From an optimization exercise on the open Yosys and OpenROAD flow, aimed at small area, a short achievable clock period and few clock cycles per item; shortcuts taken in it are not production practice.
In this exercise RTL edits were held to simulation tests only and were not proved equivalent to the original.

== north ==
Design evaluator, start of the top module:
module evaluator(
    input clk_i ,
    input rst_i ,
    input [7:0] a_bi ,
    input [7:0] b_bi ,
    input start_i ,
    output ready,
    output busy_o ,
    output reg [8:0] y_bo
);
Size: ~33 flip-flops.
Settings: LEC_CHECK=0, CAP_MARGIN=20, CORE_MARGIN=2, CORE_UTILIZATION=50, CTS_BUF_LIST=sky130_fd_sc_hd__clkbuf_2 sky130_fd_sc_hd__clkbuf_4, GPL_TIMING_DRIVEN=0, SLEW_MARGIN=20; clock period 4.0 ns.
run.sh (not shown) runs the stock make flow with config.mk's settings and CLKGATE_MAP_FILE= SYNTH_SCRIPT=/design/flow/synth_recipe.tcl, a recipe that flattens the netlist after the stock synthesis.
Testbench counts of north, summed over its fixed seeds: cycles 6,408, items 1,600.
Input changes introduced in south (baseline for comparison: north):
# north
export LEC_CHECK = 0
export CAP_MARGIN = 20
export CORE_MARGIN = 2
export CORE_UTILIZATION = 50
export CTS_BUF_LIST = sky130_fd_sc_hd__clkbuf_2 sky130_fd_sc_hd__clkbuf_4
export GPL_TIMING_DRIVEN = 0
export SLEW_MARGIN = 20
create_clock -name core_clock -period 4.0 [get_ports {clk_i}]
# south
export LEC_CHECK = 0
export CAP_MARGIN = 20
export CORE_MARGIN = 2
export CORE_UTILIZATION = 60
export GPL_TIMING_DRIVEN = 0
export SLEW_MARGIN = 20
create_clock -name core_clock -period 4.0 [get_ports {clk_i}]
[summary]
| total wire length after detailed routing | south vs north | worse |. Cell area, north and south, lower one = north. [compare] base=north new=south: layout buffering overhead excluding clock cells now sits lower, tightest slew margin relative to the limit grew by 1.8 points, area growth from synthesis to layout grew by 1.6 points, clock tree buffer count of the final layout went up by 1, final hold slack fell 14 ps. Cell depth of the worst flop-to-flop path: north vs south identical.

========
== lane 2 ==
evaluator, a different RTL version from the one above (not shown whole).
Size: ~610 cells after synthesis, about 42 flip-flops, ~30 I/O pins, roughly 4900 sq um of cells after synthesis.
make LEC_CHECK=0 CAP_MARGIN=20 CORE_MARGIN=2 CORE_UTILIZATION=60 GPL_TIMING_DRIVEN=0 SETUP_SLACK_MARGIN=0.3 SLEW_MARGIN=20 finish   # period 4.0 ns
Testbench counts of lane 2, summed over its fixed seeds: cycles 6,408, items 1,600.
--- input diff lane 2..lane 3 ---
# lane 2
export LEC_CHECK = 0
export CAP_MARGIN = 20
export CORE_MARGIN = 2
export CORE_UTILIZATION = 60
export GPL_TIMING_DRIVEN = 0
export SETUP_SLACK_MARGIN = 0.3
export SLEW_MARGIN = 20
create_clock -name core_clock -period 4.0 [get_ports {clk_i}]
# lane 3
export LEC_CHECK = 0
export CAP_MARGIN = 20
export CORE_MARGIN = 2
export CORE_UTILIZATION = 60
export GPL_TIMING_DRIVEN = 0
export SLEW_MARGIN = 20
create_clock -name core_clock -period 4.0 [get_ports {clk_i}]
==> comparison <==
Across lane 2 and lane 3, the outcome is the same: a clean finish for every run.
On critical path depth: between lane 2 and lane 3, it ends up lower for lane 3.
Post-placement cell area in lane 3 is 31 sq um below lane 2.
Going from lane 2 to lane 3, the routed wire length was found to have gone down by about 6%.
Met3 demand-to-capacity share in global routing (lane 3 over lane 2): increase, 0.88 points
The termination of the worst setup path comes out c12$_DFF_P_ in one run and top[4]$_DFF_P_ in the other, namely in lane 3 and lane 2 respectively.
Comparing lane 2 against lane 3, there is no change at all in arithmetic-cell share of the synthesized area counting full adders, half adders and majority gates.
Per the comparison of lane 3 with lane 2, global-route track usage on met2 lower, least setup slack across all paths after layout lower, share of the core filled with cells lower, total track usage lower.

========
evaluator with an RTL version that a note above also has.
For scale: about 740 cells after synthesis, ~33 flip-flops, roughly 30 I/O pins, roughly 0.0050 sq mm of cells after synthesis.
Design evaluator, start of the top module:
module evaluator(
    input clk_i ,
    input rst_i ,
    input [7:0] a_bi ,
    input [7:0] b_bi ,
    input start_i ,
    output ready,
    output busy_o ,
    output reg [8:0] y_bo
);
clock: 4.0 ns
lec_check: 0
abc_area: 1
cap_margin: 20
core_margin: 2
core_utilization: 60
gpl_timing_driven: 0
slew_margin: 20
Testbench counts at the start, summed over its fixed seeds: cycles 6,408, items 1,600.
Edit:
Settings changed: ABC_AREA 1 to default, CORE_UTILIZATION 60 to 67, CTS_BUF_LIST from default to sky130_fd_sc_hd__clkbuf_2 sky130_fd_sc_hd__clkbuf_4.
After rerunning:
- via count came out lower by a little under a tenth
- final area decreases by a few percent
- synthesized area falls by a little under a tenth
- final cell count decreases by about a fifth
- utilization came out higher by 10 points

[static timing again, ports no longer ideal]
The flow's constraints put no driver on any port. The routed layouts listed below were extracted and timed again, unchanged, in two steps. Step 1 (the two cells are an assumption about what drives the block):
set clk [get_ports {clk_i}]
set_driving_cell -lib_cell sky130_fd_sc_hd__clkbuf_16 $clk
set_driving_cell -lib_cell sky130_fd_sc_hd__buf_2 [delete_from_list [all_inputs] $clk]
Step 2 adds t to the input delays and takes it off the output delays; t is the mean of the earliest and latest rising clock arrival at the registers after step 1. Input paths then give back, and output paths get back, about the clock's delay inside the block. Three values: ideal, step 1, step 2; two values: the first two.
run	t (ns)	setup slack, ns	clock arrival spread, ns	worst register clock-pin slew, ns
north	0.363	0.083 / 0.098 / -0.265	0.009 / 0.010	0.10 / 0.10
south	0.321	0.113 / 0.125 / -0.196	0.002 / 0.002	0.07 / 0.07
lane 2	0.336	0.345 / 0.334 / -0.002	0.012 / 0.012	0.09 / 0.09
lane 3	0.326	0.133 / 0.142 / -0.184	0.011 / 0.011	0.09 / 0.09
the first run of note 3	0.312	0.164 / 0.175 / -0.137	0.010 / 0.010	0.07 / 0.07
the second run of note 3	0.367	0.131 / 0.136 / -0.232	0.015 / 0.015	0.11 / 0.11
Met with ideal ports but missed after step 2: setup timing in every run listed. The setup slack of the second run of note 3, which loses most, moves by +0.005 ns with the drivers and by -0.363 ns with both steps.
